What follows belongs to an exercise in optimizing a design on an open flow for small area, a short achievable clock period and few clock cycles; a production flow would make more cautious choices.
Only simulation tests tie the RTL to the original design; equivalence was not proved.
No activity file was given, so power comes from the tool's default toggle rates.

==> inputs of amber <==
==> flow/design.v <==
module postfix(input clk,
               input rst,
               input [7:0] infix,
               input infix_valid,
               output infix_ready,
               output reg [7:0] result,
               output reg done);
localparam NV = 16;    
localparam NO = 12;    
localparam NB = 24;    
function [10:0] fadd(input [9:0] a, input [9:0] b, input cin);
  reg [9:0] g, p, G, P;
  reg [10:0] c;
  integer i, d;
  begin
    g = a & b;
    p = a ^ b;
    G = g;
    P = p;
    G[0] = g[0] | (p[0] & cin);
    for (d = 1; d < 10; d = d * 2)
      for (i = 9; i >= d; i = i - 1) begin
        G[i] = G[i] | (P[i] & G[i-d]);
        P[i] = P[i] & P[i-d];
      end
    c = {G, cin};
    fadd = {c[10], p ^ c[9:0]};
  end
endfunction
reg [4:0] q0, q1;
reg       has0, has1;    
reg       rdy;           
assign infix_ready = rdy;
wire [4:0] inc = {infix[4], infix[3:0]};
wire take;
wire push_q = infix_valid & rdy;
wire has1_n = has1 ? ~take : has0 & ~take & push_q;
always @(posedge clk) begin
  if (rst) begin
    has0 <= 1'b0;
    has1 <= 1'b0;
    rdy  <= 1'b1;
  end else begin
    has0 <= has1 | push_q | has0 & ~take;
    has1 <= has1_n;
    rdy  <= ~has1_n;
  end
  if (has1 ? take : (push_q & (take | ~has0))) q0 <= has1 ? q1 : inc;
  if (~has1 & has0 & ~take) q1 <= inc;
end
wire c_v   = has0;
wire [3:0] c_d = q0[3:0];
wire c_eq  = q0[4] & q0[3] & q0[2];
wire c_dig = q0[4] & ~(q0[3] & q0[2]);
wire c_mod = ~q0[4] & (q0[3:0] == 4'h5);
wire c_lp  = ~q0[4] & (q0[3:0] == 4'h8);
wire c_rp  = ~q0[4] & (q0[3:0] == 4'h9);
wire c_mul = ~q0[4] & (q0[3:0] == 4'hA);
wire c_add = ~q0[4] & (q0[3:0] == 4'hB);
wire c_sub = ~q0[4] & (q0[3:0] == 4'hD);
reg [7:0] S, T;
reg [1:0] aop;    
reg [1:0] mop;    
reg [7:0]    vst [0:NV-1];
reg [2:0]    ost [0:NO-1];
reg [NB-1:0] bst;
reg          pend_s;    
wire [7:0] V0 = vst[0];
function [2:0] openc(input [1:0] a, input [1:0] m);
  openc = (a == 2'd0) ? {m[1], 2'b11} : {a[1], m};
endfunction
wire [2:0] o0 = ost[0];
wire [1:0] ap = (o0[1:0] == 2'b11) ? 2'd0 : {o0[2], ~o0[2]};
wire [1:0] mp = (o0[1:0] == 2'b11) ? {o0[2], ~o0[2]} : o0[1:0];
wire       triv = bst[0];
wire [10:0] sum  = fadd({2'b0, S}, {2'b0, (aop == 2'd2) ? ~T : T}, aop == 2'd2);
wire [7:0] inner = (aop == 2'd0) ? T : sum[7:0];
reg  [1:0] ph;         
reg  [1:0] dcnt;
reg  [7:0] R;          
wire [3:0] mb   = (ph == 2'd1) ? V0[3:0] : c_d;
wire [7:0] prod = T * mb;
wire [3:0] phi  = T[3:0] * V0[7:4];
wire [3:0] s3 = T[1:0] + T[3:2] + T[5:4] + T[7:6];
wire [4:0] s5 = T[3:0] + T[7:4];
wire [4:0] s7 = T[2:0] + T[5:3] + T[7:6];
wire [6:0] s9 = T[5:0] + T[7:6];
reg [1:0] r3; reg [2:0] r5, r6, r7; reg [3:0] r9;
always @(*) begin
  case (s3)
    4'd0, 4'd3, 4'd6, 4'd9, 4'd12: r3 = 2'd0;
    4'd1, 4'd4, 4'd7, 4'd10, 4'd13: r3 = 2'd1;
    default: r3 = 2'd2;
  endcase
  r5 = (s5 >= 5'd30) ? 3'd0 : (s5 >= 5'd25) ? s5 - 5'd25 : (s5 >= 5'd20) ? s5 - 5'd20 : (s5 >= 5'd15) ? s5 - 5'd15 :
       (s5 >= 5'd10) ? s5 - 5'd10 : (s5 >= 5'd5) ? s5 - 5'd5 : s5;
  r7 = (s7 >= 5'd14) ? s7 - 5'd14 : (s7 >= 5'd7) ? s7 - 5'd7 : s7;
  case ({r3, T[0]})
    3'b000: r6 = 3'd0; 3'b011: r6 = 3'd1; 3'b100: r6 = 3'd2;
    3'b001: r6 = 3'd3; 3'b010: r6 = 3'd4; default: r6 = 3'd5;
  endcase
  r9 = (s9 >= 7'd63) ? s9 - 7'd63 : (s9 >= 7'd54) ? s9 - 7'd54 : (s9 >= 7'd45) ? s9 - 7'd45 :
       (s9 >= 7'd36) ? s9 - 7'd36 : (s9 >= 7'd27) ? s9 - 7'd27 : (s9 >= 7'd18) ? s9 - 7'd18 :
       (s9 >= 7'd9) ? s9 - 7'd9 : s9;
end
reg [3:0] drem;
always @(*) begin
  case (c_d)
    4'd2: drem = {3'd0, T[0]};
    4'd3: drem = {2'd0, r3};
    4'd4: drem = {2'd0, T[1:0]};
    4'd5: drem = {1'd0, r5};
    4'd6: drem = {1'd0, r6};
    4'd7: drem = {1'd0, r7};
    4'd8: drem = {1'd0, T[2:0]};
    4'd9: drem = r9;
    default: drem = 4'd0;
  endcase
end
function [7:0] dstep(input [7:0] r, input b, input [7:0] v);
  reg [10:0] t;
  begin
    t = fadd({1'b0, r, b}, {2'b11, ~v}, 1'b1);
    dstep = t[9] ? {r[6:0], b} : t[7:0];
  end
endfunction
function [3:0] mod4(input [3:0] x, input [3:0] v);
  case ({x, v})
    8'h11: mod4 = 4'd0;
    8'h21: mod4 = 4'd0;
    8'h22: mod4 = 4'd0;
    8'h31: mod4 = 4'd0;
    8'h32: mod4 = 4'd1;
    8'h33: mod4 = 4'd0;
    8'h41: mod4 = 4'd0;
    8'h42: mod4 = 4'd0;
    8'h43: mod4 = 4'd1;
    8'h44: mod4 = 4'd0;
    8'h51: mod4 = 4'd0;
    8'h52: mod4 = 4'd1;
    8'h53: mod4 = 4'd2;
    8'h54: mod4 = 4'd1;
    8'h55: mod4 = 4'd0;
    8'h61: mod4 = 4'd0;
    8'h62: mod4 = 4'd0;
    8'h63: mod4 = 4'd0;
    8'h64: mod4 = 4'd2;
    8'h65: mod4 = 4'd1;
    8'h66: mod4 = 4'd0;
    8'h71: mod4 = 4'd0;
    8'h72: mod4 = 4'd1;
    8'h73: mod4 = 4'd1;
    8'h74: mod4 = 4'd3;
    8'h75: mod4 = 4'd2;
    8'h76: mod4 = 4'd1;
    8'h77: mod4 = 4'd0;
    8'h81: mod4 = 4'd0;
    8'h82: mod4 = 4'd0;
    8'h83: mod4 = 4'd2;
    8'h84: mod4 = 4'd0;
    8'h85: mod4 = 4'd3;
    8'h86: mod4 = 4'd2;
    8'h87: mod4 = 4'd1;
    8'h88: mod4 = 4'd0;
    8'h91: mod4 = 4'd0;
    8'h92: mod4 = 4'd1;
    8'h93: mod4 = 4'd0;
    8'h94: mod4 = 4'd1;
    8'h95: mod4 = 4'd4;
    8'h96: mod4 = 4'd3;
    8'h97: mod4 = 4'd2;
    8'h98: mod4 = 4'd1;
    8'h99: mod4 = 4'd0;
    8'ha1: mod4 = 4'd0;
    8'ha2: mod4 = 4'd0;
    8'ha3: mod4 = 4'd1;
    8'ha4: mod4 = 4'd2;
    8'ha5: mod4 = 4'd0;
    8'ha6: mod4 = 4'd4;
    8'ha7: mod4 = 4'd3;
    8'ha8: mod4 = 4'd2;
    8'ha9: mod4 = 4'd1;
    8'haa: mod4 = 4'd0;
    8'hb1: mod4 = 4'd0;
    8'hb2: mod4 = 4'd1;
    8'hb3: mod4 = 4'd2;
    8'hb4: mod4 = 4'd3;
    8'hb5: mod4 = 4'd1;
    8'hb6: mod4 = 4'd5;
    8'hb7: mod4 = 4'd4;
    8'hb8: mod4 = 4'd3;
    8'hb9: mod4 = 4'd2;
    8'hba: mod4 = 4'd1;
    8'hbb: mod4 = 4'd0;
    8'hc1: mod4 = 4'd0;
    8'hc2: mod4 = 4'd0;
    8'hc3: mod4 = 4'd0;
    8'hc4: mod4 = 4'd0;
    8'hc5: mod4 = 4'd2;
    8'hc6: mod4 = 4'd0;
    8'hc7: mod4 = 4'd5;
    8'hc8: mod4 = 4'd4;
    8'hc9: mod4 = 4'd3;
    8'hca: mod4 = 4'd2;
    8'hcb: mod4 = 4'd1;
    8'hcc: mod4 = 4'd0;
    8'hd1: mod4 = 4'd0;
    8'hd2: mod4 = 4'd1;
    8'hd3: mod4 = 4'd1;
    8'hd4: mod4 = 4'd1;
    8'hd5: mod4 = 4'd3;
    8'hd6: mod4 = 4'd1;
    8'hd7: mod4 = 4'd6;
    8'hd8: mod4 = 4'd5;
    8'hd9: mod4 = 4'd4;
    8'hda: mod4 = 4'd3;
    8'hdb: mod4 = 4'd2;
    8'hdc: mod4 = 4'd1;
    8'hdd: mod4 = 4'd0;
    8'he1: mod4 = 4'd0;
    8'he2: mod4 = 4'd0;
    8'he3: mod4 = 4'd2;
    8'he4: mod4 = 4'd2;
    8'he5: mod4 = 4'd4;
    8'he6: mod4 = 4'd2;
    8'he7: mod4 = 4'd0;
    8'he8: mod4 = 4'd6;
    8'he9: mod4 = 4'd5;
    8'hea: mod4 = 4'd4;
    8'heb: mod4 = 4'd3;
    8'hec: mod4 = 4'd2;
    8'hed: mod4 = 4'd1;
    8'hee: mod4 = 4'd0;
    8'hf1: mod4 = 4'd0;
    8'hf2: mod4 = 4'd1;
    8'hf3: mod4 = 4'd0;
    8'hf4: mod4 = 4'd3;
    8'hf5: mod4 = 4'd0;
    8'hf6: mod4 = 4'd3;
    8'hf7: mod4 = 4'd1;
    8'hf8: mod4 = 4'd7;
    8'hf9: mod4 = 4'd6;
    8'hfa: mod4 = 4'd5;
    8'hfb: mod4 = 4'd4;
    8'hfc: mod4 = 4'd3;
    8'hfd: mod4 = 4'd2;
    8'hfe: mod4 = 4'd1;
    8'hff: mod4 = 4'd0;
    default: mod4 = x;
  endcase
endfunction
wire [7:0] dvd = (ap != 2'd0) ? vst[1] : vst[0];    
wire [3:0] r4  = (inner[7:4] != 4'd0) ? dvd[7:4] : mod4(dvd[7:4], inner[3:0]);
reg [7:0] rnext;
always @(*) begin
  if (dcnt == 2'd0) rnext = dstep(dstep(R, V0[3], T), V0[2], T);
  else              rnext = dstep(dstep(R, V0[1], T), V0[0], T);
end
wire slow   = c_rp & ~triv & (mp != 2'd0);
wire finish = (ph != 2'd0) && dcnt == 2'd1;
assign take = c_v & ((ph == 2'd0) ? ~slow : finish);
wire empty   = (aop == 2'd0) && (mop == 2'd0);
wire lp_go   = c_v & (ph == 2'd0) & c_lp;
wire o_push  = lp_go & ~empty;
wire o_pop   = take & c_rp & ~triv;
wire v_push  = o_push | pend_s;
wire [7:0] v_in = (pend_s || mop == 2'd0) ? S : T;
wire v_pop   = c_v & c_rp & ~triv & (ph == 2'd0) & (ap != 2'd0) |
               take & c_rp & ~triv & (mp != 2'd0);
integer n;
always @(posedge clk) begin
  if (v_push) begin
    vst[0] <= v_in;
    for (n = 1; n < NV; n = n + 1) vst[n] <= vst[n-1];
  end else if (v_pop) begin
    for (n = 0; n < NV-1; n = n + 1) vst[n] <= vst[n+1];
  end
  if (o_push) begin
    ost[0] <= openc(aop, mop);
    for (n = 1; n < NO; n = n + 1) ost[n] <= ost[n-1];
  end else if (o_pop) begin
    for (n = 0; n < NO-1; n = n + 1) ost[n] <= ost[n+1];
  end
  if (lp_go) bst <= {bst[NB-2:0], empty};
  else if (take & c_rp) bst <= {1'b0, bst[NB-1:1]};
end
always @(posedge clk) begin
  if (rst) begin
    aop <= 2'd0;
    mop <= 2'd0;
    ph <= 2'd0;
    pend_s <= 1'b0;
    done <= 1'b0;
  end else begin
    pend_s <= o_push & (aop != 2'd0) & (mop != 2'd0);
    done <= c_v & (ph == 2'd0) & c_eq;
    if (c_v) begin
      if (ph != 2'd0) begin
        if (dcnt == 2'd1) ph <= 2'd0;
      end else begin
        if (c_dig) mop <= 2'd0;
        if (c_mul) mop <= 2'd1;
        if (c_mod) mop <= 2'd2;
        if (c_add | c_sub) aop <= c_add ? 2'd1 : 2'd2;
        if (c_lp | c_eq) begin
          aop <= 2'd0;
          mop <= 2'd0;
        end
        if (c_rp) begin
          mop <= 2'd0;
          aop <= triv ? 2'd0 : ap;
          if (slow) ph <= mp;
        end
      end
    end
  end
end
always @(posedge clk) begin
  result <= inner + 8'd48;    
  if (c_v) begin
    if (ph == 2'd1) begin
      dcnt <= dcnt + 2'd1;
      if (dcnt == 2'd0) R <= prod;
      else T <= {R[7:4] + phi, R[3:0]};
    end else if (ph == 2'd2) begin
      R <= rnext;
      dcnt <= dcnt + 2'd1;
      if (dcnt == 2'd1) T <= (T == 8'd0) ? V0 : rnext;
    end else begin
      if (c_dig) begin
        if (mop == 2'd1) T <= prod;
        else if (mop == 2'd0) T <= {4'd0, c_d};
        else if (c_d != 4'd0) T <= {4'd0, drem};
      end
      if (c_add | c_sub) S <= inner;
      if (c_rp) begin
        T <= inner;
        if (~triv && ap != 2'd0) S <= V0;
        if (slow) begin
          dcnt <= 2'd0;
          R <= {4'd0, r4};
        end
      end
    end
  end
end
endmodule
==> flow/flow/run.sh <==
#!/bin/bash
# Standard layout, with timing repair aimed well below the clock period:
# the SDC and its period stay as given, only repair_timing's setup margin
# is raised so that it keeps improving paths that already meet 17 ns.
set -euo pipefail
MARGIN=${MARGIN:-13.0}
bash standard.sh synth > synth.log 2>&1
bash standard.sh SETUP_SLACK_MARGIN=$MARGIN finish > layout.log 2>&1
==> flow/standard.sh <==
#!/bin/bash
# synth_recipe.tcl (not shown) runs the flow's synth.tcl, then flattens the netlist and writes it again
# the make line also repeats each setting of config.mk as NAME=value (left out here)
make -C /OpenROAD-flow-scripts/flow DESIGN_CONFIG=/design/flow/config.mk WORK_HOME=/design/flow/orfs CLKGATE_MAP_FILE= SYNTH_SCRIPT=/design/flow/synth_recipe.tcl "${@:-finish}"
==> flow/config.mk <==
export PLATFORM = sky130hd
export DESIGN_NAME = postfix
export DESIGN_NICKNAME = postfix
export VERILOG_FILES = /design/flow/design.v
export SDC_FILE = /design/flow/constraint.sdc
export NUM_CORES = 4
export LEC_CHECK = 0
export ABC_AREA = 1
export CAP_MARGIN = 20
export CORE_MARGIN = 2
export CORE_UTILIZATION = 45
export PLACE_DENSITY = 0.6
export SLEW_MARGIN = 20
==> flow/constraint.sdc <==
create_clock -name core_clock -period 17.0 [get_ports {clk}]
set_input_delay 3.4000 -clock core_clock [delete_from_list [all_inputs] [get_ports {clk}]]
set_output_delay 3.4000 -clock core_clock [all_outputs]
set_load 0.01 [all_outputs]
==> inputs of quartz, as changes to amber <==
==> flow/design.v, changed modules only <==
module postfix(input clk,
               input rst,
               input [7:0] infix,
               input infix_valid,
               output infix_ready,
               output reg [7:0] result,
               output reg done);
localparam NV = 16;    
localparam NO = 12;    
localparam NB = 24;    
function [10:0] fadd(input [9:0] a, input [9:0] b, input cin);
  reg [9:0] g, p, G, P;
  reg [10:0] c;
  integer i, d;
  begin
    g = a & b;
    p = a ^ b;
    G = g;
    P = p;
    G[0] = g[0] | (p[0] & cin);
    for (d = 1; d < 10; d = d * 2)
      for (i = 9; i >= d; i = i - 1) begin
        G[i] = G[i] | (P[i] & G[i-d]);
        P[i] = P[i] & P[i-d];
      end
    c = {G, cin};
    fadd = {c[10], p ^ c[9:0]};
  end
endfunction
reg [4:0] q0, q1;
reg [1:0] cnt;
assign infix_ready = ~cnt[1];
wire [4:0] inc = {infix[4], infix[3:0]};
wire take;
wire push_q = infix_valid & ~cnt[1];
always @(posedge clk) begin
  if (rst) cnt <= 2'd0;
  else     cnt <= cnt + {1'b0, push_q} - {1'b0, take};
  if (take ? (cnt != 2'd2) : (cnt == 2'd0)) q0 <= inc;
  else if (take) q0 <= q1;
  if (take ? (cnt == 2'd2) : (cnt == 2'd1)) q1 <= inc;
end
wire c_v   = cnt != 2'd0;
wire [3:0] c_d = q0[3:0];
wire c_eq  = q0[4] & q0[3] & q0[2];
wire c_dig = q0[4] & ~(q0[3] & q0[2]);
wire c_mod = ~q0[4] & (q0[3:0] == 4'h5);
wire c_lp  = ~q0[4] & (q0[3:0] == 4'h8);
wire c_rp  = ~q0[4] & (q0[3:0] == 4'h9);
wire c_mul = ~q0[4] & (q0[3:0] == 4'hA);
wire c_add = ~q0[4] & (q0[3:0] == 4'hB);
wire c_sub = ~q0[4] & (q0[3:0] == 4'hD);
reg [7:0] S, T;
reg [1:0] aop;    
reg [1:0] mop;    
reg [7:0]    vst [0:NV-1];
reg [3:0]    ost [0:NO-1];
reg [NB-1:0] bst;
reg          pend_s;    
wire [7:0] V0 = vst[0];
wire [1:0] ap = ost[0][3:2];
wire [1:0] mp = ost[0][1:0];
wire       triv = bst[0];
wire [10:0] sum  = fadd({2'b0, S}, {2'b0, (aop == 2'd2) ? ~T : T}, aop == 2'd2);
wire [7:0] inner = (aop == 2'd0) ? T : sum[7:0];
reg  [1:0] ph;         
reg  [1:0] dcnt;
reg  [7:0] R;          
wire [3:0] mb   = (ph == 2'd1) ? V0[3:0] : c_d;
wire [7:0] prod = T * mb;
wire [3:0] phi  = T[3:0] * V0[7:4];
wire [3:0] s3 = T[1:0] + T[3:2] + T[5:4] + T[7:6];
wire [4:0] s5 = T[3:0] + T[7:4];
wire [4:0] s7 = T[2:0] + T[5:3] + T[7:6];
wire [6:0] s9 = T[5:0] + T[7:6];
reg [1:0] r3; reg [2:0] r5, r6, r7; reg [3:0] r9;
always @(*) begin
  case (s3)
    4'd0, 4'd3, 4'd6, 4'd9, 4'd12: r3 = 2'd0;
    4'd1, 4'd4, 4'd7, 4'd10, 4'd13: r3 = 2'd1;
    default: r3 = 2'd2;
  endcase
  r5 = (s5 >= 5'd25) ? s5 - 5'd25 : (s5 >= 5'd20) ? s5 - 5'd20 : (s5 >= 5'd15) ? s5 - 5'd15 :
       (s5 >= 5'd10) ? s5 - 5'd10 : (s5 >= 5'd5) ? s5 - 5'd5 : s5;
  r7 = (s7 >= 5'd14) ? s7 - 5'd14 : (s7 >= 5'd7) ? s7 - 5'd7 : s7;
  case ({r3, T[0]})
    3'b000: r6 = 3'd0; 3'b011: r6 = 3'd1; 3'b100: r6 = 3'd2;
    3'b001: r6 = 3'd3; 3'b010: r6 = 3'd4; default: r6 = 3'd5;
  endcase
  r9 = (s9 >= 7'd63) ? s9 - 7'd63 : (s9 >= 7'd54) ? s9 - 7'd54 : (s9 >= 7'd45) ? s9 - 7'd45 :
       (s9 >= 7'd36) ? s9 - 7'd36 : (s9 >= 7'd27) ? s9 - 7'd27 : (s9 >= 7'd18) ? s9 - 7'd18 :
       (s9 >= 7'd9) ? s9 - 7'd9 : s9;
end
reg [3:0] drem;
always @(*) begin
  case (c_d)
    4'd2: drem = {3'd0, T[0]};
    4'd3: drem = {2'd0, r3};
    4'd4: drem = {2'd0, T[1:0]};
    4'd5: drem = {1'd0, r5};
    4'd6: drem = {1'd0, r6};
    4'd7: drem = {1'd0, r7};
    4'd8: drem = {1'd0, T[2:0]};
    4'd9: drem = r9;
    default: drem = 4'd0;
  endcase
end
function [7:0] dstep(input [7:0] r, input b, input [7:0] v);
  reg [10:0] t;
  begin
    t = fadd({1'b0, r, b}, {2'b11, ~v}, 1'b1);
    dstep = t[9] ? {r[6:0], b} : t[7:0];
  end
endfunction
function [3:0] mod4(input [3:0] x, input [3:0] v);
  case ({x, v})
    8'h11: mod4 = 4'd0;
    8'h21: mod4 = 4'd0;
    8'h22: mod4 = 4'd0;
    8'h31: mod4 = 4'd0;
    8'h32: mod4 = 4'd1;
    8'h33: mod4 = 4'd0;
    8'h41: mod4 = 4'd0;
    8'h42: mod4 = 4'd0;
    8'h43: mod4 = 4'd1;
    8'h44: mod4 = 4'd0;
    8'h51: mod4 = 4'd0;
    8'h52: mod4 = 4'd1;
    8'h53: mod4 = 4'd2;
    8'h54: mod4 = 4'd1;
    8'h55: mod4 = 4'd0;
    8'h61: mod4 = 4'd0;
    8'h62: mod4 = 4'd0;
    8'h63: mod4 = 4'd0;
    8'h64: mod4 = 4'd2;
    8'h65: mod4 = 4'd1;
    8'h66: mod4 = 4'd0;
    8'h71: mod4 = 4'd0;
    8'h72: mod4 = 4'd1;
    8'h73: mod4 = 4'd1;
    8'h74: mod4 = 4'd3;
    8'h75: mod4 = 4'd2;
    8'h76: mod4 = 4'd1;
    8'h77: mod4 = 4'd0;
    8'h81: mod4 = 4'd0;
    8'h82: mod4 = 4'd0;
    8'h83: mod4 = 4'd2;
    8'h84: mod4 = 4'd0;
    8'h85: mod4 = 4'd3;
    8'h86: mod4 = 4'd2;
    8'h87: mod4 = 4'd1;
    8'h88: mod4 = 4'd0;
    8'h91: mod4 = 4'd0;
    8'h92: mod4 = 4'd1;
    8'h93: mod4 = 4'd0;
    8'h94: mod4 = 4'd1;
    8'h95: mod4 = 4'd4;
    8'h96: mod4 = 4'd3;
    8'h97: mod4 = 4'd2;
    8'h98: mod4 = 4'd1;
    8'h99: mod4 = 4'd0;
    8'ha1: mod4 = 4'd0;
    8'ha2: mod4 = 4'd0;
    8'ha3: mod4 = 4'd1;
    8'ha4: mod4 = 4'd2;
    8'ha5: mod4 = 4'd0;
    8'ha6: mod4 = 4'd4;
    8'ha7: mod4 = 4'd3;
    8'ha8: mod4 = 4'd2;
    8'ha9: mod4 = 4'd1;
    8'haa: mod4 = 4'd0;
    8'hb1: mod4 = 4'd0;
    8'hb2: mod4 = 4'd1;
    8'hb3: mod4 = 4'd2;
    8'hb4: mod4 = 4'd3;
    8'hb5: mod4 = 4'd1;
    8'hb6: mod4 = 4'd5;
    8'hb7: mod4 = 4'd4;
    8'hb8: mod4 = 4'd3;
    8'hb9: mod4 = 4'd2;
    8'hba: mod4 = 4'd1;
    8'hbb: mod4 = 4'd0;
    8'hc1: mod4 = 4'd0;
    8'hc2: mod4 = 4'd0;
    8'hc3: mod4 = 4'd0;
    8'hc4: mod4 = 4'd0;
    8'hc5: mod4 = 4'd2;
    8'hc6: mod4 = 4'd0;
    8'hc7: mod4 = 4'd5;
    8'hc8: mod4 = 4'd4;
    8'hc9: mod4 = 4'd3;
    8'hca: mod4 = 4'd2;
    8'hcb: mod4 = 4'd1;
    8'hcc: mod4 = 4'd0;
    8'hd1: mod4 = 4'd0;
    8'hd2: mod4 = 4'd1;
    8'hd3: mod4 = 4'd1;
    8'hd4: mod4 = 4'd1;
    8'hd5: mod4 = 4'd3;
    8'hd6: mod4 = 4'd1;
    8'hd7: mod4 = 4'd6;
    8'hd8: mod4 = 4'd5;
    8'hd9: mod4 = 4'd4;
    8'hda: mod4 = 4'd3;
    8'hdb: mod4 = 4'd2;
    8'hdc: mod4 = 4'd1;
    8'hdd: mod4 = 4'd0;
    8'he1: mod4 = 4'd0;
    8'he2: mod4 = 4'd0;
    8'he3: mod4 = 4'd2;
    8'he4: mod4 = 4'd2;
    8'he5: mod4 = 4'd4;
    8'he6: mod4 = 4'd2;
    8'he7: mod4 = 4'd0;
    8'he8: mod4 = 4'd6;
    8'he9: mod4 = 4'd5;
    8'hea: mod4 = 4'd4;
    8'heb: mod4 = 4'd3;
    8'hec: mod4 = 4'd2;
    8'hed: mod4 = 4'd1;
    8'hee: mod4 = 4'd0;
    8'hf1: mod4 = 4'd0;
    8'hf2: mod4 = 4'd1;
    8'hf3: mod4 = 4'd0;
    8'hf4: mod4 = 4'd3;
    8'hf5: mod4 = 4'd0;
    8'hf6: mod4 = 4'd3;
    8'hf7: mod4 = 4'd1;
    8'hf8: mod4 = 4'd7;
    8'hf9: mod4 = 4'd6;
    8'hfa: mod4 = 4'd5;
    8'hfb: mod4 = 4'd4;
    8'hfc: mod4 = 4'd3;
    8'hfd: mod4 = 4'd2;
    8'hfe: mod4 = 4'd1;
    8'hff: mod4 = 4'd0;
    default: mod4 = x;
  endcase
endfunction
wire [7:0] dvd = (ap != 2'd0) ? vst[1] : vst[0];    
wire [3:0] r4  = (inner[7:4] != 4'd0) ? dvd[7:4] : mod4(dvd[7:4], inner[3:0]);
reg [7:0] rnext;
always @(*) begin
  if (dcnt == 2'd0) rnext = dstep(dstep(R, V0[3], T), V0[2], T);
  else              rnext = dstep(dstep(R, V0[1], T), V0[0], T);
end
wire slow   = c_rp & ~triv & (mp != 2'd0);
wire finish = (ph != 2'd0) && dcnt == 2'd1;
assign take = c_v & ((ph == 2'd0) ? ~slow : finish);
wire empty   = (aop == 2'd0) && (mop == 2'd0);
wire lp_go   = c_v & (ph == 2'd0) & c_lp;
wire o_push  = lp_go & ~empty;
wire o_pop   = take & c_rp & ~triv;
wire v_push  = o_push | pend_s;
wire [7:0] v_in = (pend_s || mop == 2'd0) ? S : T;
wire v_pop   = c_v & c_rp & ~triv & (ph == 2'd0) & (ap != 2'd0) |
               take & c_rp & ~triv & (mp != 2'd0);
integer n;
always @(posedge clk) begin
  if (v_push) begin
    vst[0] <= v_in;
    for (n = 1; n < NV; n = n + 1) vst[n] <= vst[n-1];
  end else if (v_pop) begin
    for (n = 0; n < NV-1; n = n + 1) vst[n] <= vst[n+1];
  end
  if (o_push) begin
    ost[0] <= {aop, mop};
    for (n = 1; n < NO; n = n + 1) ost[n] <= ost[n-1];
  end else if (o_pop) begin
    for (n = 0; n < NO-1; n = n + 1) ost[n] <= ost[n+1];
  end
  if (lp_go) bst <= {bst[NB-2:0], empty};
  else if (take & c_rp) bst <= {1'b0, bst[NB-1:1]};
end
always @(posedge clk) begin
  done <= 1'b0;
  if (rst) begin
    aop <= 2'd0;
    mop <= 2'd0;
    ph <= 2'd0;
    pend_s <= 1'b0;
  end else begin
    pend_s <= o_push & (aop != 2'd0) & (mop != 2'd0);
    if (c_v) begin
      if (ph == 2'd1) begin
        dcnt <= dcnt + 2'd1;
        if (dcnt == 2'd0) R <= prod;
        else begin
          T <= {R[7:4] + phi, R[3:0]};
          ph <= 2'd0;
        end
      end else if (ph == 2'd2) begin
        R <= rnext;
        dcnt <= dcnt + 2'd1;
        if (dcnt == 2'd1) begin
          T <= (T == 8'd0) ? V0 : rnext;
          ph <= 2'd0;
        end
      end else begin
        if (c_dig) begin
          if (mop == 2'd1) T <= prod;
          else if (mop == 2'd0) T <= {4'd0, c_d};
          else if (c_d != 4'd0) T <= {4'd0, drem};
          mop <= 2'd0;
        end
        if (c_mul) mop <= 2'd1;
        if (c_mod) mop <= 2'd2;
        if (c_add | c_sub) begin
          S <= inner;
          aop <= c_add ? 2'd1 : 2'd2;
        end
        if (c_lp) begin
          aop <= 2'd0;
          mop <= 2'd0;
        end
        if (c_rp) begin
          T <= inner;
          mop <= 2'd0;
          if (triv) aop <= 2'd0;
          else begin
            aop <= ap;
            if (ap != 2'd0) S <= V0;
          end
          if (slow) begin
            ph <= mp;
            dcnt <= 2'd0;
            R <= {4'd0, r4};
          end
        end
        if (c_eq) begin
          result <= inner + 8'd48;
          done <= 1'b1;
          aop <= 2'd0;
          mop <= 2'd0;
        end
      end
    end
  end
end
endmodule
==> flow/run.sh (new file) <==
#!/bin/bash
# synth_recipe.tcl (not shown) runs the flow's synth.tcl, then flattens the netlist and writes it again
# the make line also repeats each setting of config.mk as NAME=value (left out here)
make -C /OpenROAD-flow-scripts/flow DESIGN_CONFIG=/design/flow/config.mk WORK_HOME=/design/flow/orfs CLKGATE_MAP_FILE= SYNTH_SCRIPT=/design/flow/synth_recipe.tcl finish
removed: flow/flow/run.sh
removed: flow/standard.sh
==> qor summary <==
	quartz	amber
Outcome	complete, no violations	complete, no violations
Die span in y	200 µm	197 µm
Logic gate share of total power	0.567	0.155
Met3 track demand over resource in global routing	0.0307	0.0281
Post-synthesis to final-layout area growth	8.81%	15.9%
Number of buffers inserted to repair setup after CTS	0	36
Worst path max stage delay	0.69 ns	0.31 ns
Crit. Startpoint	T[5]$_DFFE_PP_	result[3]$_DFF_P_
Overall power after layout	3.35 mW	1.46 mW
Instance count after placement with tap cells included	2588	2517
Placer Congestion	0.918	0.906
Top power group	combinational cells	sequential cells
Detailed router's first-iteration violation count	1266	1222
Vias/cell	5.31	5.46
Complex-gate fraction of the synthesized area	0.114	0.119
Capture point of the worst reg-to-reg path	T[6]$_DFFE_PP_	T[3]$_DFFE_PP_
Testbench counts of amber, summed over its fixed seeds: cycles 9,282.
Testbench counts of quartz, summed over its fixed seeds: cycles 9,282.

re-timing with driven ports:
No port has a modelled driver above. Below, the same layouts with a new extraction and two added sets of constraints. Step 1 sets driving cells, clkbuf_16 on the clock port and buf_2 on the other inputs (assumed; they add their load-dependent delay and slew). Step 2 adds t to the input delays and takes it off the output delays; t is the mean of the earliest and latest rising clock arrival at the registers after step 1. Input paths then give back, and output paths get back, about the clock's delay inside the block. Three values: ideal ports, drivers, drivers and shift; two values: the first two.
run | shift t [ns] | slack for setup (ns) | worst setup path at the end | pins driven straight from the clock port
amber | 0.589 | 12.622 / 12.573 / 12.759 | input to register | 1
quartz | 0.593 | 11.212 / 11.212 / 10.978 | input to register | 1
After both steps setup and hold are still met in every run listed. The setup slack of quartz, which loses most, moves by 0.000 ns with the drivers and by -0.234 ns with both steps.
